Context: an optimization exercise on an open-source flow, tuned for small area and a short achievable clock period. The choices shown serve that exercise and are no tape-out recipe.
RTL that was checked went through simulation tests only; none was proved equivalent to the original.
Power figures rest on the tool's default switching activity, not on a simulated workload.

## router
module router #(
    parameter AXIS_DATA_WIDTH = 40,
    parameter ID_WIDTH = 4,
    parameter CHANNEL_NUMBER = 5,
    parameter BUFFER_LENGTH = 8,
    parameter MAX_ROUTERS_X = 4,
    parameter MAX_ROUTERS_X_WIDTH
    = $clog2(MAX_ROUTERS_X),
    parameter MAX_ROUTERS_Y = 4,
    parameter MAX_ROUTERS_Y_WIDTH
    = $clog2(MAX_ROUTERS_Y),
    parameter ROUTER_X = 1,
    parameter ROUTER_Y = 2,
    parameter STRB_WIDTH = AXIS_DATA_WIDTH/8
)(
    input  clk_i, rst_n_i,
    input  logic [CHANNEL_NUMBER*AXIS_DATA_WIDTH-1:0] in_tdata_i,
    input  logic [CHANNEL_NUMBER*STRB_WIDTH-1:0]      in_tstrb_i,
    input  logic [CHANNEL_NUMBER*STRB_WIDTH-1:0]      in_tkeep_i,
    input  logic [CHANNEL_NUMBER-1:0]                 in_tlast_i,
    input  logic [CHANNEL_NUMBER*ID_WIDTH-1:0]        in_tid_i,
    input  logic [CHANNEL_NUMBER-1:0]                 in_tvalid_i,
    output logic [CHANNEL_NUMBER-1:0]                 in_tready_o,
    output logic [CHANNEL_NUMBER*AXIS_DATA_WIDTH-1:0] out_tdata_o,
    output logic [CHANNEL_NUMBER*STRB_WIDTH-1:0]      out_tstrb_o,
    output logic [CHANNEL_NUMBER*STRB_WIDTH-1:0]      out_tkeep_o,
  ...
Size in the first run: about 2500 flip-flops, roughly 570 I/O pins.
==> flow/config.mk <==
export PLATFORM = sky130hd
export DESIGN_NAME = router
export DESIGN_NICKNAME = router
export VERILOG_FILES = /design/flow/design.v
export SDC_FILE = /design/flow/constraint.sdc
export NUM_CORES = 4
export LEC_CHECK = 0
export ABC_CLOCK_PERIOD_IN_PS = 3000
export CAP_MARGIN = 20
export CORE_MARGIN = 2
export CORE_UTILIZATION = 45
export PLACE_DENSITY = 0.6
export SETUP_SLACK_MARGIN = 4.0
export SLEW_MARGIN = 20
==> flow/constraint.sdc <==
create_clock -name core_clock -period 7.5 [get_ports {clk_i}]
set_input_delay 1.5000 -clock core_clock [delete_from_list [all_inputs] [get_ports {clk_i}]]
set_output_delay 1.5000 -clock core_clock [all_outputs]
set_load 0.01 [all_outputs]
standard.sh (not shown) runs the stock make flow with config.mk's settings and CLKGATE_MAP_FILE= SYNTH_SCRIPT=/design/flow/synth_recipe.tcl, a recipe that flattens the netlist after the stock synthesis.
==> flow/flow/run.sh <==
#!/bin/bash
# The standard layout, with plain buffers (rather than the delay cells
# buffer_ports picks by itself) as the port buffers.
set -uo pipefail
export BUFFER_PORTS_ARGS="-buffer_cell sky130_fd_sc_hd__buf_2"
bash standard.sh > standard.log 2>&1
The baseline went through all stages and came out clean.
Edit:
SETUP_SLACK_MARGIN = 4.3   (was 4.0)
=> Synthesized cell count is unchanged; first-iteration DRC count climbs slightly; setup slack is better by 0.20 ns.
No functional check of the RTL was part of any run of this note.


Another version of the RTL of router (not shown whole).
Size: about 6000 cells after synthesis, about 2500 flip-flops, ~570 I/O pins.
Design router, start of the top module:
module router #(
    parameter AXIS_DATA_WIDTH = 40,
    parameter ID_WIDTH = 4,
    parameter CHANNEL_NUMBER = 5,
    parameter BUFFER_LENGTH = 8,
    parameter MAX_ROUTERS_X = 4,
    parameter MAX_ROUTERS_X_WIDTH
    = $clog2(MAX_ROUTERS_X),
    parameter MAX_ROUTERS_Y = 4,
    parameter MAX_ROUTERS_Y_WIDTH
    = $clog2(MAX_ROUTERS_Y),
    parameter ROUTER_X = 1,
    parameter ROUTER_Y = 2,
    parameter STRB_WIDTH = AXIS_DATA_WIDTH/8
)(
    input  clk_i, rst_n_i,
    input  logic [CHANNEL_NUMBER*AXIS_DATA_WIDTH-1:0] in_tdata_i,
    input  logic [CHANNEL_NUMBER*STRB_WIDTH-1:0]      in_tstrb_i,
    input  logic [CHANNEL_NUMBER*STRB_WIDTH-1:0]      in_tkeep_i,
    input  logic [CHANNEL_NUMBER-1:0]                 in_tlast_i,
    input  logic [CHANNEL_NUMBER*ID_WIDTH-1:0]        in_tid_i,
    input  logic [CHANNEL_NUMBER-1:0]                 in_tvalid_i,
    output logic [CHANNEL_NUMBER-1:0]                 in_tready_o,
    output logic [CHANNEL_NUMBER*AXIS_DATA_WIDTH-1:0] out_tdata_o,
    output logic [CHANNEL_NUMBER*STRB_WIDTH-1:0]      out_tstrb_o,
    output logic [CHANNEL_NUMBER*STRB_WIDTH-1:0]      out_tkeep_o,
    output logic [CHANNEL_NUMBER-1:0]                 out_tlast_o,
    output logic [CHANNEL_NUMBER*ID_WIDTH-1:0]        out_tid_o,
    output logic [CHANNEL_NUMBER-1:0]                 out_tvalid_o,
    input  logic [CHANNEL_NUMBER-1:0]                 out_tready_i
);
    localparam CN = CHANNEL_NUMBER;
    localparam FLIT_WIDTH = AXIS_DATA_WIDTH + 2*STRB_WIDTH + 1 + ID_WIDTH;
    localparam DATA_LSB = FLIT_WIDTH - AXIS_DATA_WIDTH;
    localparam XYW = MAX_ROUTERS_X_WIDTH + MAX_ROUTERS_Y_WIDTH;
    localparam [FLIT_WIDTH-1:0] KEY_MASK =
  ...
clock: 7.5 ns
lec_check: 0
abc_clock_period_in_ps: 3000
cap_margin: 20
core_margin: 2
core_utilization: 60
cts_buf_list: sky130_fd_sc_hd__clkbuf_8 sky130_fd_sc_hd__clkbuf_16
cts_cluster_diameter: 70
cts_cluster_size: 25
gpl_routability_driven: 0
place_density: 0.7
setup_slack_margin: 4.3
slew_margin: 20
Scripts as last shown in full above: flow/flow/run.sh
Next try:
--- a/flow/config.mk
+++ b/flow/config.mk
@@ -11 +11 @@
-export CORE_UTILIZATION = 60
+export CORE_UTILIZATION = 55
@@ -15,2 +15 @@
-export GPL_ROUTABILITY_DRIVEN = 0
-export PLACE_DENSITY = 0.7
+export PLACE_DENSITY = 0.65
Non-clock buffer count came out lower by 47.
Combinational power goes up by about 2%.
Fmax shrinks by about 1.4%.
Total power increases by about 2.2%.
Design area stays flat.
Cell count rises by 2.6%.
First-iteration DRC count shrinks by about 5%.
Global-route usage goes down by 1.4 points.
Sequential share of layout area stays flat.
Next try:
--- a/flow/config.mk
+++ b/flow/config.mk
@@ -11,5 +11,2 @@
-export CORE_UTILIZATION = 55
-export CTS_BUF_LIST = sky130_fd_sc_hd__clkbuf_8 sky130_fd_sc_hd__clkbuf_16
-export CTS_CLUSTER_DIAMETER = 70
-export CTS_CLUSTER_SIZE = 25
-export PLACE_DENSITY = 0.65
+export CORE_UTILIZATION = 60
+export PLACE_DENSITY = 0.7
- The changed run finished with timing, DRC and antenna clean
- die area drops by 8.3%
- critical path depth came out lower by 2
- non-clock buffer count climbs by 15
- power grows by 9.5%
- core utilization came out higher by 7.7 points
- synthesized area stays the same
- routed wire length came out lower by 3.3%
- combinational power increases by about 1%
- worst hold slack is worse by 0.0086 ns
- design area goes up by 2.8%
Next try:
--- a/flow/config.mk
+++ b/flow/config.mk
@@ -11,0 +12,3 @@
+export CTS_BUF_LIST = sky130_fd_sc_hd__clkbuf_8 sky130_fd_sc_hd__clkbuf_16
+export CTS_CLUSTER_DIAMETER = 70
+export CTS_CLUSTER_SIZE = 25
@@ -13 +16 @@
-export SETUP_SLACK_MARGIN = 4.3
+export SETUP_SLACK_MARGIN = 4.15
The new run completed without violations.
Sequential cell count stays the same.
Sequential power is about the same.
Area after synthesis is unchanged.
Total power goes down by 14%.
Final cell count goes down by 3.2%.
Routed wire length stays flat.
Design area goes down by 4.5%.
Next try:
--- a/flow/config.mk
+++ b/flow/config.mk
@@ -12,3 +12,2 @@
-export CTS_BUF_LIST = sky130_fd_sc_hd__clkbuf_8 sky130_fd_sc_hd__clkbuf_16
-export CTS_CLUSTER_DIAMETER = 70
-export CTS_CLUSTER_SIZE = 25
+export CTS_CLUSTER_DIAMETER = 50
+export CTS_CLUSTER_SIZE = 20
@@ -16 +15 @@
-export SETUP_SLACK_MARGIN = 4.15
+export SETUP_SLACK_MARGIN = 4.3
Effect:
- The new run ran to the end with no violations
- routed wire length falls by 0.75%
- cell count goes up by 2.0%
- via count increases by 0.45%
- register-to-register slack improves by 0.11 ns
- cell area went up by 3.2%

-- what the ideal ports hide --
Ports are ideal in the flow. The routed layouts listed here were re-timed in OpenROAD. Step 1: set_driving_cell puts a clkbuf_16 on clk_i and a buf_2 on each other input, an assumption about the parent block. Step 2 moves the port delays by t, midway between the first and last clock arrival at a register: inputs arrive t later, outputs are due t later. That takes back most of the time a late clock gives input paths. a / b / c = ideal ports / drivers / drivers and shift; a / b = the first two.
run | t, ns | setup WS [ns] | clock arrival spread, ns
the first run of note 1 | 0.996 | 3.829 / 3.874 / 2.878 | 0.075 / 0.074
the second run of note 1 | 0.984 | 4.026 / 4.087 / 3.103 | 0.101 / 0.100
the first run of note 2 | 0.876 | 4.136 / 4.136 / 3.319 | 0.052 / 0.052
the second run of note 2 | 0.927 | 4.088 / 4.147 / 3.220 | 0.061 / 0.061
the third run of note 2 | 0.948 | 4.219 / 4.216 / 3.322 | 0.053 / 0.053
the fourth run of note 2 | 0.901 | 4.082 / 4.082 / 3.258 | 0.047 / 0.047
the fifth run of note 2 | 0.935 | 4.193 / 4.193 / 3.330 | 0.055 / 0.055
After both steps every run listed still meets setup and hold. For the first run of note 1, which loses most, drivers alone change the setup slack by +0.045 ns; drivers and shift together by -0.951 ns.
